What follows belongs to an exercise in optimizing a design on an open flow for small area and a short achievable clock period; a production flow would make more cautious choices.
Function was checked by simulation only, so behaviour that the tests miss may differ from the original.

Design top_fsm, start of the top module:
module top_fsm(
	input clk,
	input reset,
	input rightBtn,
	input leftBtn,
	input upBtn,
	input downBtn,
	input crightBtn,
	input cleftBtn,
	input cupBtn,
	input cdownBtn,
	output reg [7:0] segCode,
	output wire [3:0] an,
	output wire [2:0] red,
	output wire [2:0] green,
	output wire [1:0] blue,
	output wire hsync,
	output wire vsync,
	output wire [3:0] catX,
	output wire [3:0] catY,
	output wire [3:0] mouseX,
	output wire [3:0] mouseY,
	output wire [3:0] goalX,
	output wire [3:0] goalY,
	output wire [13:0] score,
	output wire gameOver
);
Size in the first run: about 2300 cells after synthesis, ~71 I/O pins, ~0.017 mm2 of cells after synthesis.
Settings: LEC_CHECK=0, ABC_AREA=1, CAP_MARGIN=20, CORE_MARGIN=2, CORE_UTILIZATION=65, CTS_CLUSTER_DIAMETER=80, CTS_CLUSTER_SIZE=25, SLEW_MARGIN=20; clock period 90.0 ns.
standard.sh (not shown) runs the stock make flow with config.mk's settings and CLKGATE_MAP_FILE= SYNTH_SCRIPT=/design/flow/synth_recipe.tcl, a recipe that flattens the netlist after the stock synthesis.
==> flow/flow/run.sh <==
#!/bin/bash
# The standard layout (standard.sh), with these changes in how it is
# made, not in what it is held to:
# - synthesis leaves adders as plain gates for ABC (no full/half-adder cell
#   extraction) and maps the logic with flow/abc_area.script, an
#   area-oriented ABC script; registers are mapped before ABC, so they are as
#   in the standard synthesis; the rest of the flow uses ORFS's own scripts;
# - the ports are buffered with a plain buffer instead of ORFS's default
#   pick, a delay cell (every port still gets its own buffer);
# - ORFS's timing repair aims for 69.9 ns of setup slack at the design's
#   90 ns clock, so that it speeds up the paths that set the achieved period.
set -euo pipefail
export BUFFER_PORTS_ARGS="-buffer_cell sky130_fd_sc_hd__buf_2"
export SETUP_SLACK_MARGIN=69.9
rm -rf synth_scripts
cp -r "$FLOW_HOME/scripts" synth_scripts
cp flow/abc_area.script synth_scripts/abc_area.script
ADDER_MAP_FILE= SCRIPTS_DIR="$PWD/synth_scripts" bash standard.sh synth > synth.log 2>&1
bash standard.sh > standard.log 2>&1
==> flow/flow/abc_area.script <==
strash
dc2
strash
dch -f
amap
mfs2 -W 4 -M 5000
strash
dch -f
amap
topo
stime -c
The baseline finished clean.
Rerun with:
==> flow/flow/run.sh (replaced) <==
#!/bin/bash
# The standard layout (the standard.sh, all steps), with two changes in
# how it is made, not in what it is held to:
# - the ports are buffered with a plain buffer instead of ORFS's default
#   pick, a delay cell (every port still gets its own buffer);
# - ORFS's timing repair aims for 69.9 ns of setup slack at the design's
#   90 ns clock, so that it speeds up the paths that set the achieved period.
set -euo pipefail
export BUFFER_PORTS_ARGS="-buffer_cell sky130_fd_sc_hd__buf_2"
export SETUP_SLACK_MARGIN=69.9
bash standard.sh > standard.log 2>&1
--- a/flow/config.mk
+++ b/flow/config.mk
@@ -10,5 +10,3 @@
 export CORE_MARGIN = 2
 export CORE_UTILIZATION = 65
-export CTS_CLUSTER_DIAMETER = 80
-export CTS_CLUSTER_SIZE = 25
 export SLEW_MARGIN = 20
removed: flow/flow/abc_area.script
Die area went up by about a fifth; non-clock buffer count went down by 33; worst setup slack improves by 0.25 ns; final area went up by roughly a tenth; hold slack hardly moves.
Rerun with:
==> flow/flow/run.sh (replaced) <==
#!/bin/bash
# The standard layout (standard.sh), with these changes in how it is
# made, not in what it is held to:
# - synthesis maps the logic with flow/abc_area.script, an area-oriented ABC
#   script (registers are mapped before ABC, so they are as in the standard
#   synthesis); the rest of the flow uses ORFS's own scripts unchanged;
# - the ports are buffered with a plain buffer instead of ORFS's default
#   pick, a delay cell (every port still gets its own buffer);
# - ORFS's timing repair aims for 69.9 ns of setup slack at the design's
#   90 ns clock, so that it speeds up the paths that set the achieved period.
set -euo pipefail
export BUFFER_PORTS_ARGS="-buffer_cell sky130_fd_sc_hd__buf_2"
export SETUP_SLACK_MARGIN=69.9
rm -rf synth_scripts
cp -r "$FLOW_HOME/scripts" synth_scripts
cp flow/abc_area.script synth_scripts/abc_area.script
SCRIPTS_DIR="$PWD/synth_scripts" bash standard.sh synth > synth.log 2>&1
bash standard.sh > standard.log 2>&1
==> flow/flow/abc_area.script (new file) <==
strash
dc2
strash
dch -f
amap
mfs2 -W 4 -M 5000
strash
dch -f
amap
topo
stime -c
--- a/flow/config.mk
+++ b/flow/config.mk
@@ -9,4 +9,6 @@
 export CAP_MARGIN = 20
 export CORE_MARGIN = 2
-export CORE_UTILIZATION = 65
+export CORE_UTILIZATION = 72
+export CTS_CLUSTER_DIAMETER = 80
+export CTS_CLUSTER_SIZE = 25
 export SLEW_MARGIN = 20
What happened: The changed run passed the timing, DRC and antenna checks. Synthesized area came out lower by 7.9%. Count of clock-buffer cells in the layout falls by 15. Via count stays flat. Design area came out lower by 7.5%.
Rerun with:
==> flow/flow/run.sh (replaced) <==
#!/bin/bash
# The standard layout (standard.sh), with these changes in how it is
# made, not in what it is held to:
# - synthesis leaves adders as plain gates for ABC (no full/half-adder cell
#   extraction) and maps the logic with flow/abc_area.script, an
#   area-oriented ABC script; registers are mapped before ABC, so they are as
#   in the standard synthesis; the rest of the flow uses ORFS's own scripts;
# - the ports are buffered with a plain buffer instead of ORFS's default
#   pick, a delay cell (every port still gets its own buffer);
# - ORFS's timing repair aims for 69.9 ns of setup slack at the design's
#   90 ns clock, so that it speeds up the paths that set the achieved period.
set -euo pipefail
export BUFFER_PORTS_ARGS="-buffer_cell sky130_fd_sc_hd__buf_2"
export SETUP_SLACK_MARGIN=69.9
rm -rf synth_scripts
cp -r "$FLOW_HOME/scripts" synth_scripts
cp flow/abc_area.script synth_scripts/abc_area.script
ADDER_MAP_FILE= SCRIPTS_DIR="$PWD/synth_scripts" bash standard.sh synth > synth.log 2>&1
bash standard.sh > standard.log 2>&1
Result:
- final area drops by 5.5%
- worst setup slack is worse by 0.061 ns
- sequential cell count stays the same
- synthesized area is lower by 7.4%
- first-iteration DRC count goes up by 6.6%
- fmax decreases by 0.30%
- clock skew hardly moves
- die area is lower by 7.2%
- worst hold slack is better by 0.0084 ns
Rerun with:
==> flow/flow/run.sh (replaced) <==
#!/bin/bash
# The standard layout (standard.sh), with these changes in how it is
# made, not in what it is held to:
# - synthesis maps the logic with flow/abc_area.script, an area-oriented ABC
#   script (registers are mapped before ABC, so they are as in the standard
#   synthesis); the rest of the flow uses ORFS's own scripts unchanged;
# - the ports are buffered with a plain buffer instead of ORFS's default
#   pick, a delay cell (every port still gets its own buffer);
# - ORFS's timing repair aims for 69.9 ns of setup slack at the design's
#   90 ns clock, so that it speeds up the paths that set the achieved period.
set -euo pipefail
export BUFFER_PORTS_ARGS="-buffer_cell sky130_fd_sc_hd__buf_2"
export SETUP_SLACK_MARGIN=69.9
rm -rf synth_scripts
cp -r "$FLOW_HOME/scripts" synth_scripts
cp flow/abc_area.script synth_scripts/abc_area.script
SCRIPTS_DIR="$PWD/synth_scripts" bash standard.sh synth > synth.log 2>&1
bash standard.sh > standard.log 2>&1
==> flow/flow/abc_area.script (replaced) <==
strash
dc2
strash
dch -f
amap
mfs2
strash
dch -f
amap
topo
stime -c
--- a/flow/config.mk
+++ b/flow/config.mk
@@ -9,5 +9,5 @@
 export CAP_MARGIN = 20
 export CORE_MARGIN = 2
-export CORE_UTILIZATION = 72
+export CORE_UTILIZATION = 65
 export CTS_CLUSTER_DIAMETER = 80
 export CTS_CLUSTER_SIZE = 25
Effect: The changed run completed without violations; global-route usage went down by 7.3 points; via count decreases by a little under a tenth; fmax rises slightly.

-- separate check: timing with driven ports --
The flow's constraints put no driver on any port. The routed layouts listed below were extracted and timed again, unchanged, in two steps. Step 1 assumes that a clkbuf_16 drives the clock port and a buf_2 every other input. Step 2 moves the port delays by t, midway between the first and last clock arrival at a register: inputs arrive t later, outputs are due t later. That takes back most of the time a late clock gives input paths. a / b / c = ideal / step 1 / step 2; a / b = the first two.
| run | shift t [ns] | slack for setup (ns) | worst setup path at the end | pins driven straight from the clock port |
|---|---|---|---|---|
| the first run | 0.555 | 69.821 / 69.842 / 69.286 | input to register | 1 |
| the second run | 0.626 | 70.074 / 70.112 / 69.486 | input to register | 1 |
| the third run | 0.579 | 69.881 / 69.914 / 69.335 | input to register | 1 |
| the fourth run | 0.560 | 69.820 / 69.846 / 69.285 | input to register | 1 |
| the fifth run | 0.569 | 69.926 / 69.918 / 69.349 | input to register | 1 |
After both steps setup and hold are still met in every run listed. For the second run, which loses most, drivers alone change the setup slack by +0.038 ns; drivers and shift together by -0.588 ns.
